Context: an optimization exercise on an open-source flow, tuned for small area, a short achievable clock period and few clock cycles per item. The choices shown serve that exercise and are no tape-out recipe. Only simulation tests tie the RTL to the original design; equivalence was not proved. Power and IR drop assume default switching activity.

Setup of red:
// top
module top(clock, reset, DataIn, Go_flag, Found, Ready);
input clock;
input reset;
input [7:0] DataIn;
input Go_flag;
output [31:0] Found;
output Ready;
Match Match_DUT(.clock(clock), .reset(reset), .DataIn(DataIn), .Go_flag(Go_flag), .Found(Found), .Ready(Ready));
endmodule
export LEC_CHECK = 0
export CAP_MARGIN = 20
export CORE_MARGIN = 2
export CORE_UTILIZATION = 30
export CTS_BUF_LIST = sky130_fd_sc_hd__clkbuf_2
export SETUP_SLACK_MARGIN = 1.2
export SLEW_MARGIN = 20
create_clock -name core_clock -period 3.5 [get_ports {clock}]
standard.sh (not shown) runs the stock make flow with config.mk's settings and CLKGATE_MAP_FILE= SYNTH_SCRIPT=/design/flow/synth_recipe.tcl, a recipe that flattens the netlist after the stock synthesis.
==> flow/flow/run.sh <==
#!/bin/bash
# Standard ORFS layout, except: port buffers of a plain buffer cell, resizing
# free to change a cell's footprint, and no half/full-adder cell extraction in
# synthesis (the design has no arithmetic; the extracted cells are slow).
set -euo pipefail
cd "$(dirname "$0")/.."
bash standard.sh MATCH_CELL_FOOTPRINT=0 "BUFFER_PORTS_ARGS=-buffer_cell sky130_fd_sc_hd__buf_1" ADDER_MAP_FILE= finish > standard_flow.log 2>&1
Testbench counts of red, summed over its fixed seeds: cycles 3,208, chars 3,200.
diff inputs: red => blue
-- flow/config.mk --
<<< red, line 10
export CORE_UTILIZATION = 30
export CTS_BUF_LIST = sky130_fd_sc_hd__clkbuf_2
>>> blue, line 10
export CORE_UTILIZATION = 40
export CTS_BUF_LIST = sky130_fd_sc_hd__clkbuf_4
Findings:
blue vs. red: hold slack grew by 51 ps, overall routed net length shrank by about 4%, clock network fraction of total power grew by 4.0 points, number of logic inverters in the finished layout held steady. Higher global-route wire length before repair goes to red over blue.
Modified inputs, green compared to blue
-- flow/config.mk --
<<< blue, line 10
export CORE_UTILIZATION = 40
>>> green, line 10
export CORE_UTILIZATION = 30
<<< blue, line 12
export SETUP_SLACK_MARGIN = 1.2
>>> green, line 12
export SETUP_SLACK_MARGIN = 1.3
### Flow results
- Per the final summary, green finished and its layout is clean on timing, DRC and antenna.
- Diff blue..green | count of final hold-check violations | unchanged
- Compared green vs blue, and layout cell share with drive strength beyond 1 is up in green.
- Going from blue to green, total power grew by a few percent.
- Combinational power share: green vs blue up 3.2 points
- Diff blue -> green: final wirelength higher; register share of total power lower; worst-case setup margin in the final layout higher; clock power lower.
- Looking at blue and green, the arrival time of the worst setup path is a wash.
- Summary — maximum frequency, green relative to blue: higher, by about 0.75%.
Relative to green, the following input files were edited for orange:
-- flow/config.mk --
<<< green, line 12
export SETUP_SLACK_MARGIN = 1.3
>>> orange, line 12
export SETUP_SLACK_MARGIN = 1.2
- For combinational power, dividing the value from green by the value from orange gives 1.2.
- As far as maximum frequency is concerned, orange and green perform about the same.
- Compared to green, orange has mean routed wirelength per cell 2.9% lower.
- Any difference in clock skew between green and orange is small enough to ignore.
- In the metrics for orange and green, the one carrying the higher sum of met2 wire segment lengths after detailed routing is green.
- Global-route track usage on met1 across orange and green: no real change.
- As far as number of buffers on the longest clock path goes, orange and green are indistinguishable; the numbers are identical.
- The higher power share of the clock group came out of orange.
- Status: global-route track usage on met2 parity (green, orange)
- Taking orange over green, the final wirelength ratio works out to 0.932.
For purple, these inputs were changed with respect to orange:
-- flow/config.mk --
<<< orange, line 12
export SETUP_SLACK_MARGIN = 1.2
>>> purple, line 12
export SETUP_SLACK_MARGIN = 1.1
### Flow results
Going from orange to purple, the layout-stage area growth over the synthesis result was found to have gone down by 1.6 points. Total wirelength of the detailed-routed design went up slightly going from orange to purple. purple against orange: sequential share of layout area essentially unchanged, tightest hold margin increased 49 ps.


## the reference run
Another version of the RTL of top (not shown whole).
Size in the first run: ~270 cells after synthesis, roughly 1800 µm² of cells after synthesis.
export LEC_CHECK = 0
export CAP_MARGIN = 20
export CORE_MARGIN = 2
export CORE_UTILIZATION = 30
export SETUP_SLACK_MARGIN = 1.0
export SLEW_MARGIN = 20
create_clock -name core_clock -period 3.5 [get_ports {clock}]
==> flow/flow/run.sh <==
#!/bin/bash
# Standard ORFS layout, but with port buffers of a plain buffer cell and
# resizing free to change a cell's footprint.
set -euo pipefail
cd "$(dirname "$0")/.."
bash standard.sh MATCH_CELL_FOOTPRINT=0 "BUFFER_PORTS_ARGS=-buffer_cell sky130_fd_sc_hd__buf_2" finish > standard_flow.log 2>&1
Testbench counts of the reference run, summed over its fixed seeds: cycles 3,208, chars 3,200.
## Diff of input files: the trial run against the reference run
# the reference run
export LEC_CHECK = 0
export CAP_MARGIN = 20
export CORE_MARGIN = 2
export CORE_UTILIZATION = 30
export SETUP_SLACK_MARGIN = 1.0
export SLEW_MARGIN = 20
create_clock -name core_clock -period 3.5 [get_ports {clock}]
# the trial run
export LEC_CHECK = 0
export CAP_MARGIN = 20
export CORE_MARGIN = 2
export CORE_UTILIZATION = 30
export SETUP_SLACK_MARGIN = 1.2
export SLEW_MARGIN = 20
create_clock -name core_clock -period 3.5 [get_ports {clock}]
### Flow results
The trial run: flow completed, timing, DRC and antenna clean. The reference run completed; timing, DRC and antenna clean. The trial run and the reference run ended up with roughly the same met2 track demand over resource in global routing. The core of the trial run is more densely filled than that of the reference run. The reference run and the trial run ended up with nearly the same relative area of clock buffers and inverters in the final design. Lower wire length on met3 was reported by the trial run, not the reference run. Diff the reference run..the trial run | synthesized area | unchanged.


top again, from the RTL that the note above started with.
clock: 3.5 ns
lec_check: 0
cap_margin: 20
core_margin: 2
core_utilization: 30
setup_slack_margin: 1.4
slew_margin: 20
==> flow/flow/run.sh <==
#!/bin/bash
# Standard ORFS layout, except: port buffers of a plain buffer cell, resizing
# free to change a cell's footprint, and no half/full-adder cell extraction in
# synthesis (the design has no arithmetic; the extracted cells are slow).
set -euo pipefail
cd "$(dirname "$0")/.."
bash standard.sh MATCH_CELL_FOOTPRINT=0 "BUFFER_PORTS_ARGS=-buffer_cell sky130_fd_sc_hd__buf_2" ADDER_MAP_FILE= finish > standard_flow.log 2>&1
Testbench counts at the start, summed over its fixed seeds: cycles 3,208, chars 3,200.
Rerun with:
- CORE_UTILIZATION: 30 -> 55
- SETUP_SLACK_MARGIN: 1.4 -> 1.2
After rerunning: The changed run finished clean; worst setup slack degrades by 62 ps; worst hold slack improved by 56 ps; wire length is lower by 8.7%; sequential share of layout area climbs by 0.89 points; via count fell by 2.1%; area after synthesis does not change; cell area goes down by about 11%; die area goes down by about 44%.
Rerun with:
==> flow/flow/run.sh (replaced) <==
#!/bin/bash
# Standard ORFS layout, but with port buffers of a plain buffer cell and
# resizing free to change a cell's footprint.
set -euo pipefail
cd "$(dirname "$0")/.."
bash standard.sh MATCH_CELL_FOOTPRINT=0 "BUFFER_PORTS_ARGS=-buffer_cell sky130_fd_sc_hd__buf_2" finish > standard_flow.log 2>&1
- CORE_UTILIZATION: 55 -> 30
- SETUP_SLACK_MARGIN: 1.2 -> 1.4
Power came out higher by about 4%. Design area came out higher by about 8%. Routed wire length came out higher by about 4%. Non-clock buffer count came out higher by 15.
Rerun with:
==> flow/flow/run.sh (replaced) <==
#!/bin/bash
# Standard ORFS layout, except: port buffers of a plain buffer cell, resizing
# free to change a cell's footprint, and no half/full-adder cell extraction in
# synthesis (the design has no arithmetic; the extracted cells are slow).
set -euo pipefail
cd "$(dirname "$0")/.."
bash standard.sh MATCH_CELL_FOOTPRINT=0 "BUFFER_PORTS_ARGS=-buffer_cell sky130_fd_sc_hd__buf_2" ADDER_MAP_FILE= finish > standard_flow.log 2>&1
- GPL_TIMING_DRIVEN: default -> 1
- SETUP_SLACK_MARGIN: 1.4 -> 1.2
What happened:
- power rises by 3.8%
- register-to-register slack gets worse by 190 ps
- flip-flop and latch count is unchanged
Rerun with:
- GPL_TIMING_DRIVEN: 1 -> default
The new run finished with timing, DRC and antenna clean.
Combinational power barely changes.
Synthesized cell count stays the same.
Critical path depth stays the same.
Maximum frequency is unchanged.
Cell count is unchanged.
Worst setup slack is unchanged.


## build 60
Another version of the RTL of top (not shown whole).
For scale: ~350 cells after synthesis, ~44 I/O pins, roughly 0.0020 sq mm of cells after synthesis.
export LEC_CHECK = 0
export ABC_AREA = 1
export CAP_MARGIN = 20
export CORE_MARGIN = 2
export CORE_UTILIZATION = 30
export SETUP_SLACK_MARGIN = 1.2
export SLEW_MARGIN = 20
create_clock -name core_clock -period 3.5 [get_ports {clock}]
==> flow/flow/run.sh <==
#!/bin/bash
# Standard ORFS layout, but with port buffers of a plain buffer cell and
# resizing free to change a cell's footprint.
set -euo pipefail
cd "$(dirname "$0")/.."
bash standard.sh MATCH_CELL_FOOTPRINT=0 "BUFFER_PORTS_ARGS=-buffer_cell sky130_fd_sc_hd__buf_2" finish > standard_flow.log 2>&1
Testbench counts of build 60, summed over its fixed seeds: cycles 3,208, chars 3,200.
Modified inputs, build 25 compared to build 60
- putting ABC_CLOCK_PERIOD_IN_PS at 2000 where nothing was set
- clearing ABC_AREA, which used to be 1
==> flow/run.sh (new file) <==
#!/bin/bash
# synth_recipe.tcl (not shown) runs the flow's synth.tcl, then flattens the netlist and writes it again
# the make line also repeats each setting of config.mk as NAME=value (left out here)
make -C /OpenROAD-flow-scripts/flow DESIGN_CONFIG=/design/flow/config.mk WORK_HOME=/design/flow/orfs CLKGATE_MAP_FILE= SYNTH_SCRIPT=/design/flow/synth_recipe.tcl finish
removed: flow/flow/run.sh
removed: flow/standard.sh
==> comparison <==
When build 25 is set beside build 60, its total power after layout turns out to be 9.7% larger.
On number of DRC markers after the initial detailed-route iteration: build 25 sits below build 60.
What build 60 reported for cell count after synthesis has to be multiplied by 0.861 to get the figure for build 25.
In build 25 the die footprint turned out about 1.8% higher than in build 60.
Timing startpoint of the critical path: DataIn[0] -> build 25, Match_DUT.fcode[0]$_DFF_P_ -> build 60
In build 25 relative to build 60, area of the multi-input gates had gone up by more than 10%.
Against build 60, build 25 reports a total wire length after detailed routing that is higher.
Density: build 25 denser than build 60
Changes in build 67 relative to build 25:
- clearing ABC_CLOCK_PERIOD_IN_PS, which used to be 2000
- swapping 1.2 for 1.0 in SETUP_SLACK_MARGIN
==> flow/flow/run.sh (new file) <==
#!/bin/bash
# Standard ORFS layout, but with port buffers of a plain buffer cell and
# resizing free to change a cell's footprint.
set -euo pipefail
cd "$(dirname "$0")/.."
bash standard.sh MATCH_CELL_FOOTPRINT=0 "BUFFER_PORTS_ARGS=-buffer_cell sky130_fd_sc_hd__buf_2" finish > standard_flow.log 2>&1
==> flow/standard.sh (new file) <==
#!/bin/bash
# synth_recipe.tcl (not shown) runs the flow's synth.tcl, then flattens the netlist and writes it again
# the make line also repeats each setting of config.mk as NAME=value (left out here)
make -C /OpenROAD-flow-scripts/flow DESIGN_CONFIG=/design/flow/config.mk WORK_HOME=/design/flow/orfs CLKGATE_MAP_FILE= SYNTH_SCRIPT=/design/flow/synth_recipe.tcl "${@:-finish}"
removed: flow/run.sh
--- outcome ---
Going from build 25 to build 67, final worst-path setup slack shows an increase of 4.7 ps; share of total power consumed by net switching has remained practically unchanged.
Comparing build 67 and build 25, the lower signed area change from the synthesized netlist to the final layout was measured on build 67.
Going from build 25 to build 67, total via count in the routed design has decreased; fraction of the mapped netlist area in simple logic gates has remained practically unchanged; total number of nets in the final design has decreased.
Changes observed in build 67 relative to build 25: number of buffers outside the clock class in the layout -about 35%, data arrival time of the critical path -850 ps, ratio of final minimum period to clock period ~0 delta.
For build 31, these inputs were changed with respect to build 67:
- CORE_UTILIZATION now 60, was 30
--- a/flow/flow/run.sh
+++ b/flow/flow/run.sh
@@ -6 +6 @@
-bash standard.sh MATCH_CELL_FOOTPRINT=0 "BUFFER_PORTS_ARGS=-buffer_cell sky130_fd_sc_hd__buf_2" finish > standard_flow.log 2>&1
+bash standard.sh MATCH_CELL_FOOTPRINT=0 "BUFFER_PORTS_ARGS=-buffer_cell sky130_fd_sc_hd__buf_1" finish > standard_flow.log 2>&1
[summary]
Summary of build 31 over build 67: overall via count from detail_route shows an increase of 12; proportion of cell area occupied by multi-input gates moved up; overall power of the completed layout fell by 3.6%; switching power summed over all nets shows an increase of 2.6%; worst path setup slack after routing dropped 30 ps. The run with more routed wire is build 31, not build 67. Taking build 67 over build 31, the detailed-routed wire length on met3 ratio works out to 0.881. Going from build 67 to build 31, global-route wire length before repair held steady; via count of the first global-routing pass lower. Summary: with build 67 as the reference, cell count in build 31 moved down by a little under 10%. The busiest metal layer after global routing comes out met2 in one run and met1 in the other, namely in build 67 and build 31 respectively. Between build 31 and build 67, the combinational cell fraction of total power figures differ only marginally. A critical path launch point of Match_DUT.fcode[2]$_DFF_P_ is what build 67 shows, while Match_DUT.state[1]$_SDFFE_PP0P_ belongs to build 31. Build 31: all stages complete, timing, DRC and antenna checks passed.
Edits applied to the flow inputs when going from build 31 to build 83:
- CORE_UTILIZATION: 60 -> 30
- SETUP_SLACK_MARGIN: 1.0 -> 1.8
--- a/flow/flow/run.sh
+++ b/flow/flow/run.sh
@@ -6 +6 @@
-bash standard.sh MATCH_CELL_FOOTPRINT=0 "BUFFER_PORTS_ARGS=-buffer_cell sky130_fd_sc_hd__buf_1" finish > standard_flow.log 2>&1
+bash standard.sh MATCH_CELL_FOOTPRINT=0 "BUFFER_PORTS_ARGS=-buffer_cell sky130_fd_sc_hd__buf_2" finish > standard_flow.log 2>&1
==> comparison <==
The final layout from build 83, which completed every stage, passed the timing, DRC and antenna checks at the end of the flow.
Between build 83 and build 31, the routed wire length is higher for build 83.
Build 31 reports its worst setup path endpoint as Match_DUT.state[3]$_SDFFE_PP0P_ while build 83 reports Found[0].
Signed area change from the synthesized netlist to the final layout: build 83 vs build 31 up 57 points
Summary of build 83 over build 31: detail-routed net length per standard cell grew by about 8%; worst reg2reg path depth shrank by 1.
Taking build 83 over build 31, the core region area ratio works out to 2.1.
Share of cell area taken by flip-flops and latches, build 83 and build 31: lower on build 83
From build 31 to build 83 the numbers moved as follows: share of power burned in combinational logic increased 15 points; multi-input combinational area share decreased 13 points; clock latency reported for the late side of the worst-skew pair decreased 30 ps.
Clock network fraction of total power is higher on build 31
#### Input delta (build 78 over build 83)
- a change of SETUP_SLACK_MARGIN from 1.8 to 1.2
==> flow/run.sh (new file) <==
#!/bin/bash
# synth_recipe.tcl (not shown) runs the flow's synth.tcl, then flattens the netlist and writes it again
# the make line also repeats each setting of config.mk as NAME=value (left out here)
make -C /OpenROAD-flow-scripts/flow DESIGN_CONFIG=/design/flow/config.mk WORK_HOME=/design/flow/orfs CLKGATE_MAP_FILE= SYNTH_SCRIPT=/design/flow/synth_recipe.tcl finish
removed: flow/flow/run.sh
removed: flow/standard.sh
==> comparison <==
Delta (build 78 minus build 83): critical path depth moved up; sequential share of layout area up 1.3 points; layout overhead on the synthesized area down 31 points.
Build 78 ended up with a lower via count than build 83 did.

## static timing again, ports no longer ideal
The results above use ideal ports. As a check the final layouts listed here were re-extracted and re-timed, cells and wires unchanged.
Step 1, drivers: a clkbuf_16 drives clock and a buf_2 each remaining input, both assumed.
Step 2 moves the port delays by t, midway between the first and last clock arrival at a register: inputs arrive t later, outputs are due t later. That takes back most of the time a late clock gives input paths.
Three values: ideal ports, drivers, drivers and shift; two values: the first two.
run	shift t [ns]	slack for setup (ns)	worst register clock-pin slew, ns	pins driven straight from the clock port
red	0.274	1.332 / 1.312 / 1.080	0.11 / 0.11	1
blue	0.291	1.319 / 1.298 / 1.051	0.07 / 0.07	1
green	0.286	1.335 / 1.316 / 1.161	0.07 / 0.07	1
orange	0.284	1.330 / 1.311 / 1.069	0.07 / 0.07	1
purple	0.284	1.248 / 1.229 / 1.024	0.07 / 0.07	1
the reference run	0.259	1.110 / 1.110 / 1.110	0.05 / 0.05	1
the trial run	0.258	1.275 / 1.275 / 1.219	0.05 / 0.05	1
the first run of note 3	0.261	1.380 / 1.388 / 1.128	0.05 / 0.05	1
the second run of note 3	0.300	1.318 / 1.297 / 1.125	0.07 / 0.07	1
the third run of note 3	0.256	1.433 / 1.409 / 1.227	0.05 / 0.05	1
the fourth run of note 3	0.257	1.341 / 1.319 / 1.153	0.05 / 0.05	1
the fifth run of note 3	0.257	1.341 / 1.319 / 1.153	0.05 / 0.05	1
build 60	0.249	1.243 / 1.221 / 1.437	0.04 / 0.04	1
build 25	0.256	1.201 / 1.198 / 0.943	0.05 / 0.05	1
build 67	0.265	1.205 / 1.179 / 1.052	0.05 / 0.05	1
build 31	0.297	1.175 / 1.175 / 0.979	0.08 / 0.08	1
build 83	0.270	1.460 / 1.433 / 1.330	0.05 / 0.05	1
build 78	0.256	1.201 / 1.198 / 0.943	0.05 / 0.05	1
After both steps setup and hold are still met in every run listed. For blue, which loses most, drivers alone change the setup slack by -0.021 ns; drivers and shift together by -0.268 ns.
